This is an optimization exercise on Yosys and OpenROAD, whose aim is small area, a short achievable clock period and few clock cycles, not a production implementation.
RTL that was checked went through simulation tests only; none was proved equivalent to the original.
The clock port is modelled as an ideal driver, which makes a skipped or thinned clock tree look cheaper than it is; a real chip needs a root buffer or a tree.
No activity file was given, so power comes from the tool's default toggle rates.

==> flow/design.v <==
`timescale 1ns / 1ps
module conversion(
	ready,postfix,
	clk,reset,load,infix
);
input clk, reset, load;
input [7:0] infix;
output ready;
output [7:0] postfix;
localparam QN = 29;           
reg       c_dig, c_opn, c_cls, c_hi, c_pa, c_hp;
reg [3:0] nib;
wire [3:0] in_n = infix[3:0];
wire       ld   = load & ~reset;
always @(posedge clk) begin
	c_dig <= ld &  infix[4];
	c_opn <= ld & ~infix[4] & ~in_n[2] & ~in_n[1] & ~in_n[0];           
	c_cls <= ld & ~infix[4] & ~in_n[2] & ~in_n[1] &  in_n[0];           
	c_hi  <= ld & ~infix[4] &  in_n[1] & ~(in_n[0] ^ in_n[2]);          
	c_pa  <= ld & ~infix[4] & ~(in_n[2] & in_n[1]) & in_n[0];           
	c_hp  <= ld & ~infix[4] & (in_n[1] | in_n[0]);                      
	nib   <= in_n;
end
wire iv   = c_dig | c_opn | c_hi | c_pa;
reg  rst_r;
always @(posedge clk) rst_r <= reset;
wire c_lo = c_pa & ~c_cls;
reg        lv, lo, hv, ho;
reg [3:0]  hl, hh;            
reg        p;                 
reg [6:0]  so;                
reg        snd, rdy, hd;
reg [3:0]  h;
reg [3:0]  q [1:QN+1];
wire [3:0] hi_n = {1'b1, ho, 1'b1, ho};
wire [3:0] lo_n = {1'b1, lo, ~lo, 1'b1};
wire       n1   = c_dig | (hv & c_hp) | (lv & c_pa);             
wire       n2   = c_pa & hv & lv;                                
wire [3:0] curv = {lv, lo, hv, ho};
wire       e_nib = ~p & c_dig;
wire       e_hi  = ~p & ~c_dig & hv;
wire       e_lo  = p | (~c_dig & ~hv);
wire       o_nib =  p & c_dig;
wire       o_hi  =  p & ~c_dig & hv;
wire       o_lo  = ~p | (~c_dig & ~hv);
wire [3:0] bus_e = ({4{e_nib}} & nib) | ({4{e_hi}} & hi_n) | ({4{e_lo}} & lo_n);
wire [3:0] bus_o = ({4{o_nib}} & nib) | ({4{o_hi}} & hi_n) | ({4{o_lo}} & lo_n);
wire [3:0] bus_es = c_opn ? curv : bus_e;
wire [3:0] bus_os = c_opn ? curv : bus_o;
wire [3:0] top = ({4{so[1]}} & ~q[29]) | ({4{so[2]}} & q[28]) |
                 ({4{so[3]}} & ~q[27]) | ({4{so[4]}} & q[26]) |
                 ({4{so[5]}} & ~q[25]) | ({4{so[6]}} & q[24]);
reg [15:0] dh;                
integer k;
always @(*)
	for (k = 0; k < 16; k = k + 1) dh[k] = hl[k % 4] & hh[k / 4];
wire [7:0] ds = {1'b0, so};
wire       h0   = hl[0] & hh[0];
wire       more = ~h0;                      
wire       done = snd & ~more & ~hv & ~lv;
wire       inc  = n2 | (n1 & p);
wire rl  = ~snd & inc;
wire rr  = snd & more & ~p;
wire rlh = rl & hl[3];
wire rrh = rr & hl[0];
always @(posedge clk) begin
	hl <= rst_r ? 4'b0001 :
	      ({4{rl}} & {hl[2:0], hl[3]}) | ({4{rr}} & {hl[0], hl[3:1]}) |
	      ({4{~rl & ~rr}} & hl);
	hh <= rst_r ? 4'b0001 :
	      ({4{rlh}} & {hh[2:0], hh[3]}) | ({4{rrh}} & {hh[0], hh[3:1]}) |
	      ({4{~rlh & ~rrh}} & hh);
	p  <= ~rst_r & (p ^ (snd ? (more | done) : (n1 & ~n2)));
end
always @(*) q[QN+1] = 4'b0000;
wire [3:0] bn_e  = {4{~snd}} & ~bus_e;
wire [3:0] bn_o  = {4{~snd}} &  bus_o;
wire [3:0] bn_es = {4{~snd}} & ~bus_es;
wire [3:0] bn_os = {4{~snd}} &  bus_os;
genvar i;
generate for (i = 1; i <= QN; i = i + 1) begin : g_q
	wire we;
	if (i % 2 == 0)
		assign we = (~p & dh[i/2]) | (p & dh[i/2-1]) |
		            ((QN - i < 8) ? (c_opn & ds[(QN - i) % 8]) : 1'b0);
	else
		assign we = dh[i/2] |
		            ((QN - i < 8) ? (c_opn & ds[(QN - i) % 8]) : 1'b0);
	always @(posedge clk)
		if (snd | we)
			q[i] <= ~(({4{snd}} & q[i+1]) | ((i % 2 == 0) ? ((i >= QN - 5) ? bn_es : bn_e)
			                                               : ((i >= QN - 5) ? bn_os : bn_o)));
end endgenerate
always @(posedge clk) begin
	if (rst_r) begin
		so  <= 7'd1;
		snd <= 1'b0;
	end
	else if (snd) begin
		if (done)
			snd <= 1'b0;
	end
	else begin
		if (c_opn)
			so <= {so[5:0], 1'b0};
		else if (c_cls)
			so <= {1'b0, so[6:1]};
		if (iv && !load)
			snd <= 1'b1;
	end
end
wire keep = ~c_opn & ~c_pa & ~c_hi;         
always @(posedge clk) begin
	lv <= ~rst_r & ((snd & lv & (more | hv)) |
	                (~snd & ((c_cls & top[3]) | c_lo | (~c_opn & ~c_cls & lv))));
	lo <= (snd & lo) | (~snd & ((c_cls & top[2]) | (c_lo & nib[2]) | (~c_pa & lo)));
	hv <= ~rst_r & ((snd & hv & more) |
	                (~snd & ((c_cls & top[1]) | c_hi | (keep & hv))));
	ho <= (snd & ho) | (~snd & ((c_cls & top[0]) | (c_hi & nib[2]) | (~c_cls & ~c_hi & ho)));
end
wire t_q   = snd & more;
wire t_hi  = snd & ~more & hv;
wire t_lo  = snd & ~more & ~hv;
wire t_nib = ~snd & h0 & ~p & c_dig;        
wire t_h   = ~snd & ~(h0 & ~p & c_dig);
always @(posedge clk) begin
	h  <= ({4{t_q}} & ~q[1]) | ({4{t_hi}} & hi_n) | ({4{t_lo}} & lo_n) |
	      ({4{t_nib}} & nib) | ({4{t_h}} & h);
	hd <= (t_q & ~(~q[1][3] & (~q[1][2] | ~q[1][1]))) | t_nib | (t_h & hd);
end
always @(posedge clk)
	if (reset | rst_r)     rdy <= 1'b0;
	else if (snd)          rdy <= ~done;
	else if (iv && !load)  rdy <= 1'b1;
assign ready   = rdy;
assign postfix = {3'b001, hd, h};
endmodule
clock: 4.5 ns
lec_check: 0
cap_margin: 20
core_margin: 2
core_utilization: 40
setup_slack_margin: 2.85
slew_margin: 20
standard.sh (not shown) runs the stock make flow with config.mk's settings and CLKGATE_MAP_FILE= SYNTH_SCRIPT=/design/flow/synth_recipe.tcl, a recipe that flattens the netlist after the stock synthesis.
==> flow/flow/run.sh <==
#!/bin/bash
# Standard ORFS flow, except that the clock tree is built by flow/cts.tcl.
set -euo pipefail
# port buffers: plain buf_2 instead of the delay cell buffer_ports picks
export BUFFER_PORTS_ARGS="-buffer_cell sky130_fd_sc_hd__buf_2"
R=orfs/results/$FLOW_PLATFORM/conversion/base
bash standard.sh place > flow_place.log 2>&1
RES=$R SETUP_MARGIN=2.85 NROOT=4 NLEAF=2 ROOTBUF=sky130_fd_sc_hd__buf_16 LEAFBUF=sky130_fd_sc_hd__buf_16 \
	openroad -exit -no_init -threads $NUM_CORES flow/cts.tcl > flow_cts.log 2>&1
bash standard.sh finish > flow_finish.log 2>&1
Other scripts of this flow, unchanged in this note and not shown: flow/flow/cts.tcl, flow/flow/tree.tcl
Testbench counts at the start, summed over its fixed seeds: cycles 5,210.
Next try:
--- a/flow/design.v
+++ b/flow/design.v
@@ -37,16 +37,18 @@
 wire       n1   = c_dig | (hv & c_hp) | (lv & c_pa);             
 wire       n2   = c_pa & hv & lv;                                
 wire [3:0] curv = {lv, lo, hv, ho};
-wire       e_nib = ~p & c_dig;
-wire       e_hi  = ~p & ~c_dig & hv;
-wire       e_lo  = p | (~c_dig & ~hv);
-wire       o_nib =  p & c_dig;
-wire       o_hi  =  p & ~c_dig & hv;
-wire       o_lo  = ~p | (~c_dig & ~hv);
-wire [3:0] bus_e = ({4{e_nib}} & nib) | ({4{e_hi}} & hi_n) | ({4{e_lo}} & lo_n);
-wire [3:0] bus_o = ({4{o_nib}} & nib) | ({4{o_hi}} & hi_n) | ({4{o_lo}} & lo_n);
-wire [3:0] bus_es = c_opn ? curv : bus_e;
-wire [3:0] bus_os = c_opn ? curv : bus_o;
+reg        pn;
+wire       e_nib = ~snd &  pn & c_dig;
+wire       e_hi  = ~snd &  pn & ~c_dig & hv;
+wire       e_lo  = ~snd & (~pn | (~c_dig & ~hv));
+wire       o_nib = ~snd & ~pn & c_dig;
+wire       o_hi  = ~snd & ~pn & ~c_dig & hv;
+wire       o_lo  = ~snd & ( pn | (~c_dig & ~hv));
+wire [3:0] bn_e = ({4{e_nib}} & ~nib) | ({4{e_hi}} & ~hi_n) | ({4{e_lo}} & ~lo_n);
+wire [3:0] bn_o = ({4{o_nib}} &  nib) | ({4{o_hi}} &  hi_n) | ({4{o_lo}} &  lo_n);
+wire       s_cur = ~snd & c_opn;
+wire [3:0] bn_es = c_opn ? ({4{s_cur}} & ~curv) : bn_e;
+wire [3:0] bn_os = c_opn ? ({4{s_cur}} &  curv) : bn_o;
 wire [3:0] top = ({4{so[1]}} & ~q[29]) | ({4{so[2]}} & q[28]) |
                  ({4{so[3]}} & ~q[27]) | ({4{so[4]}} & q[26]) |
                  ({4{so[5]}} & ~q[25]) | ({4{so[6]}} & q[24]);
@@ -71,12 +73,9 @@
 	      ({4{rlh}} & {hh[2:0], hh[3]}) | ({4{rrh}} & {hh[0], hh[3:1]}) |
 	      ({4{~rlh & ~rrh}} & hh);
 	p  <= ~rst_r & (p ^ (snd ? (more | done) : (n1 & ~n2)));
+	pn <= ~(~rst_r & (p ^ (snd ? (more | done) : (n1 & ~n2))));
 end
 always @(*) q[QN+1] = 4'b0000;
-wire [3:0] bn_e  = {4{~snd}} & ~bus_e;
-wire [3:0] bn_o  = {4{~snd}} &  bus_o;
-wire [3:0] bn_es = {4{~snd}} & ~bus_es;
-wire [3:0] bn_os = {4{~snd}} &  bus_os;
 genvar i;
 generate for (i = 1; i <= QN; i = i + 1) begin : g_q
 	wire we;
=> Power rises by 0.70%. Cell count hardly moves. Hold slack degrades by 0.0094 ns. Synthesized cell count falls by 0.69%. Design area falls by 0.86%. Via count falls by 1.7%. Flip-flop and latch count rises by 1. Clock skew falls by 0.0078 ns. Worst setup slack degrades by 0.11 ns. Routed wire length falls by 4.5%. Synthesized area falls by 1.9%. Register-to-register slack degrades by 0.11 ns. Die area falls by 1.9%. Fmax falls by 6.6%.
Only the layout flow was run in the second run of this note; the RTL was not checked for function there. No run of this note takes its clock network from TritonCTS; it comes from the design's own scripts or RTL.

==> port drivers added, routing unchanged <==
How much do the figures lean on ideal ports? The routed layouts below were timed once more, with nothing changed but the port constraints. Step 1 sets driving cells, clkbuf_16 on the clock port and buf_2 on the other inputs (assumed; they add their load-dependent delay and slew). Step 2 adds t to the input delays and takes it off the output delays; t is the mean of the earliest and latest rising clock arrival at the registers after step 1. Input paths then give back, and output paths get back, about the clock's delay inside the block. a / b / c = no drivers / after step 1 / after step 2; a / b = the first two.
run	t, ns	slack for setup (ns)	slew at the worst register clock pin (ns)
the first run	0.349	2.878 / 2.783 / 2.726	0.08 / 0.08
the second run	0.348	2.763 / 2.763 / 2.763	0.09 / 0.09
After both steps setup and hold are still met in every run listed. For the first run, which loses most, drivers alone change the setup slack by -0.095 ns; drivers and shift together by -0.152 ns.
